From an optimization exercise on the open Yosys and OpenROAD flow, aimed at small area; shortcuts taken in it are not production practice. Only simulation tests tie the RTL to the original design; equivalence was not proved. No activity file was given, so power comes from the tool's default toggle rates.

## before
==> module router_fifo, before the edit <==
module router_fifo(
    input            clock,
    input            resetn,
    input            write_enb,
    input            soft_reset,
    input            read_enb,
    input            hdr_in,         
    input      [7:0] data_in,
    output           empty,
    output           full,
    output reg [7:0] data_out);
    reg  [7:0] mem [0:15];
    reg [15:0] hdr;
    reg        wrapped;              
    reg  [4:0] rd_ptr, wr_ptr;
    reg  [6:0] cnt_m1;               
    wire eq_lo = (rd_ptr[3:0] == wr_ptr[3:0]);
    assign empty = eq_lo & (rd_ptr[4] == wr_ptr[4]);
    assign full  = eq_lo & (rd_ptr[4] != wr_ptr[4]);
    wire clr = ~resetn | soft_reset;
    wire we  = write_enb & ~full;
    wire [3:0] wlo_n, whi_n, rlo_n, rhi_n;
    wire [15:0] wsel, rsel;
    genvar j;
    generate
        for (j = 0; j < 4; j = j + 1) begin : g_pre
            assign wlo_n[j] = ~(we & (wr_ptr[1:0] == j));
            assign whi_n[j] = ~(wr_ptr[3:2] == j);
            assign rlo_n[j] = ~(rd_ptr[1:0] == j);
            assign rhi_n[j] = ~(rd_ptr[3:2] == j);
        end
        for (j = 0; j < 16; j = j + 1) begin : g_sel
            router_nor2 u_w(.a(wlo_n[j % 4]), .b(whi_n[j / 4]), .y(wsel[j]));
            router_nor2 u_r(.a(rlo_n[j % 4]), .b(rhi_n[j / 4]), .y(rsel[j]));
        end
    endgenerate
    integer i;
    always @(posedge clock) begin
        for (i = 0; i < 16; i = i + 1)
            if (wsel[i]) mem[i] <= data_in;
    end
    always @(posedge clock) begin
        for (i = 0; i < 16; i = i + 1)
            if (wsel[i]) hdr[i] <= hdr_in;
    end
    always @(posedge clock) begin
        if (clr) begin
            wr_ptr  <= 5'd0;
            wrapped <= 1'b0;
        end else if (we) begin
            wr_ptr <= wr_ptr + 5'd1;
            if (&wr_ptr[3:0]) wrapped <= 1'b1;
        end
    end
    wire rvalid = wrapped | (rd_ptr[3:0] < wr_ptr[3:0]);
    wire [8:0] rword [0:15];
    wire [8:0] rbit;
    genvar b, k;
    generate
        for (k = 0; k < 16; k = k + 1) begin : g_word
            assign rword[k] = {hdr[k], mem[k]};
        end
        for (b = 0; b < 9; b = b + 1) begin : g_bit
            wire [5:0] t;
            for (k = 0; k < 5; k = k + 1) begin : g_grp
                router_aoi222 u_aoi(.a(rword[3*k][b]), .sa(rsel[3*k]),
                                    .b(rword[3*k+1][b]), .sb(rsel[3*k+1]),
                                    .c(rword[3*k+2][b]), .sc(rsel[3*k+2]), .y(t[k]));
            end
            assign t[5] = ~(rword[15][b] & rsel[15]);
            wire h0, h1;
            router_nand3 u_n0(.a(t[0]), .b(t[1]), .c(t[2]), .y(h0));
            router_nand3 u_n1(.a(t[3]), .b(t[4]), .c(t[5]), .y(h1));
            assign rbit[b] = h0 | h1;
        end
    endgenerate
    wire [7:0] rdata = rbit[7:0];
    wire       rhdr  = rbit[8];
    wire cnt_zero = &cnt_m1;
    wire rd_ok    = read_enb & ~empty;
    wire do_read  = rd_ok & ~cnt_zero & ~soft_reset;
    wire rd_data  = do_read & rvalid;
    always @(posedge clock) begin
        if (!resetn) begin
            data_out <= 8'd0;
            rd_ptr   <= 5'd0;
        end else begin
            data_out <= rd_data ? rdata : 8'd0;
            if (do_read) rd_ptr <= rd_ptr + 5'd1;
        end
    end
    always @(posedge clock) begin
        if (clr) cnt_m1 <= 7'h7f;
        else if (rhdr & rvalid) cnt_m1 <= {1'b0, rdata[7:2]};
        else if (rd_ok) cnt_m1 <= cnt_m1 - 7'd1;
    end
endmodule
Settings: LEC_CHECK=0, CAP_MARGIN=20, CORE_MARGIN=2, CORE_UTILIZATION=60, PLACE_DENSITY=0.75, SLEW_MARGIN=20, SYNTH_HIERARCHICAL=1, SYNTH_MINIMUM_KEEP_SIZE=0; clock period 5.0 ns.
standard.sh (not shown) runs the stock make flow with config.mk's settings and CLKGATE_MAP_FILE= SYNTH_SCRIPT=/design/flow/synth_recipe.tcl, a recipe that flattens the netlist after the stock synthesis.
==> flow/flow/run.sh <==
#!/bin/bash
# The standard ORFS layout (standard.sh) with two steps given their own arguments:
# - clock tree: mid-size clock buffers (clkbuf_8) in clusters of up to 15 sinks
#   and no dummy loads, instead of clkbuf_16 with dummy loads;
# - port buffers: every input and output port still gets a buffer, a buf_1.
# All output goes to standard.log here; ORFS's per-step logs are under orfs/logs.
set -euo pipefail
export CTS_ARGS="-sink_clustering_enable -repair_clock_nets -dont_use_dummy_load -buf_list sky130_fd_sc_hd__clkbuf_8 -sink_clustering_size 15 -sink_clustering_max_diameter 80"
export BUFFER_PORTS_ARGS="-buffer_cell sky130_fd_sc_hd__buf_1"
bash standard.sh > standard.log 2>&1
Changes in after relative to before:
-- flow/design.v --
<<< before, line 77
    wire [7:0] rdata = rbit[7:0];
    wire       rhdr  = rbit[8];
    wire cnt_zero = &cnt_m1;
    wire rd_ok    = read_enb & ~empty;
    wire do_read  = rd_ok & ~cnt_zero & ~soft_reset;
>>> after, line 77
    wire [7:0] rdata = rbit[7:0];
    wire       rhdr  = rbit[8];
    wire cnt_zero = ~|cnt_m1;
    wire rd_ok    = read_enb & ~empty;
    wire do_read  = rd_ok & ~cnt_zero & ~soft_reset;
<<< before, line 91
    end
    always @(posedge clock) begin
        if (clr) cnt_m1 <= 7'h7f;
        else if (rhdr & rvalid) cnt_m1 <= {1'b0, rdata[7:2]};
        else if (rd_ok) cnt_m1 <= cnt_m1 - 7'd1;
    end
endmodule
>>> after, line 91
    end
    always @(posedge clock) begin
        if (clr) cnt_m1 <= 7'h00;
        else if (rhdr & rvalid) cnt_m1 <= {1'b1, ~rdata[7:2]};
        else if (rd_ok) cnt_m1 <= cnt_m1 + 7'd1;
    end
endmodule
==> comparison <==
- Having completed the whole flow, after delivered a layout that passed the timing, design-rule and antenna checks.
- Power in sequential cells ended up about 0.8% higher on after than on before.
- Compared with before, after shows a combinational share of power that is 0.3 points higher.
- Comparing after and before, the higher synthesized cell count was measured on before.
- First-pass GRT wire length: after vs before, no meaningful difference
- Register fraction of the total cell area: after > before
- Between before and after, the final count of negative-setup-slack endpoints does not differ in any meaningful way.
- Diff after and before: area of all placed cells without fillers higher in before
- Measured against each other, after and before differ in largest fanout on the critical path, the higher figure coming from after.
- In after the worst setup margin turned out 0.041 ns higher than in before.
- STATUS wire length: after loses against before
- after vs before — timing-limited maximum frequency climbed slightly
- Going from before to after, number of standard cells in the final layout excluding fillers now smaller, combined global-route utilization of all metal layers saw an increase.

## static timing again, ports no longer ideal
Ports are ideal in the flow. The routed layouts listed here were re-timed in OpenROAD. Step 1 (the two cells are an assumption about what drives the block):
set clk [get_ports {clock}]
set_driving_cell -lib_cell sky130_fd_sc_hd__clkbuf_16 $clk
set_driving_cell -lib_cell sky130_fd_sc_hd__buf_2 [delete_from_list [all_inputs] $clk]
Step 2 also shifts input and output timing later by t, the mid clock arrival at the registers, as if the neighbouring blocks saw the same clock. Three values: ideal, step 1, step 2; two values: the first two.
run	shift t [ns]	setup slack, ns	worst setup path after step 2	worst register clock-pin slew, ns
before	0.600	1.551 / 1.504 / 1.983	register to register	0.10 / 0.10
after	0.642	1.591 / 1.591 / 1.591	register to register	0.11 / 0.11
After both steps setup and hold are still met in every run listed.
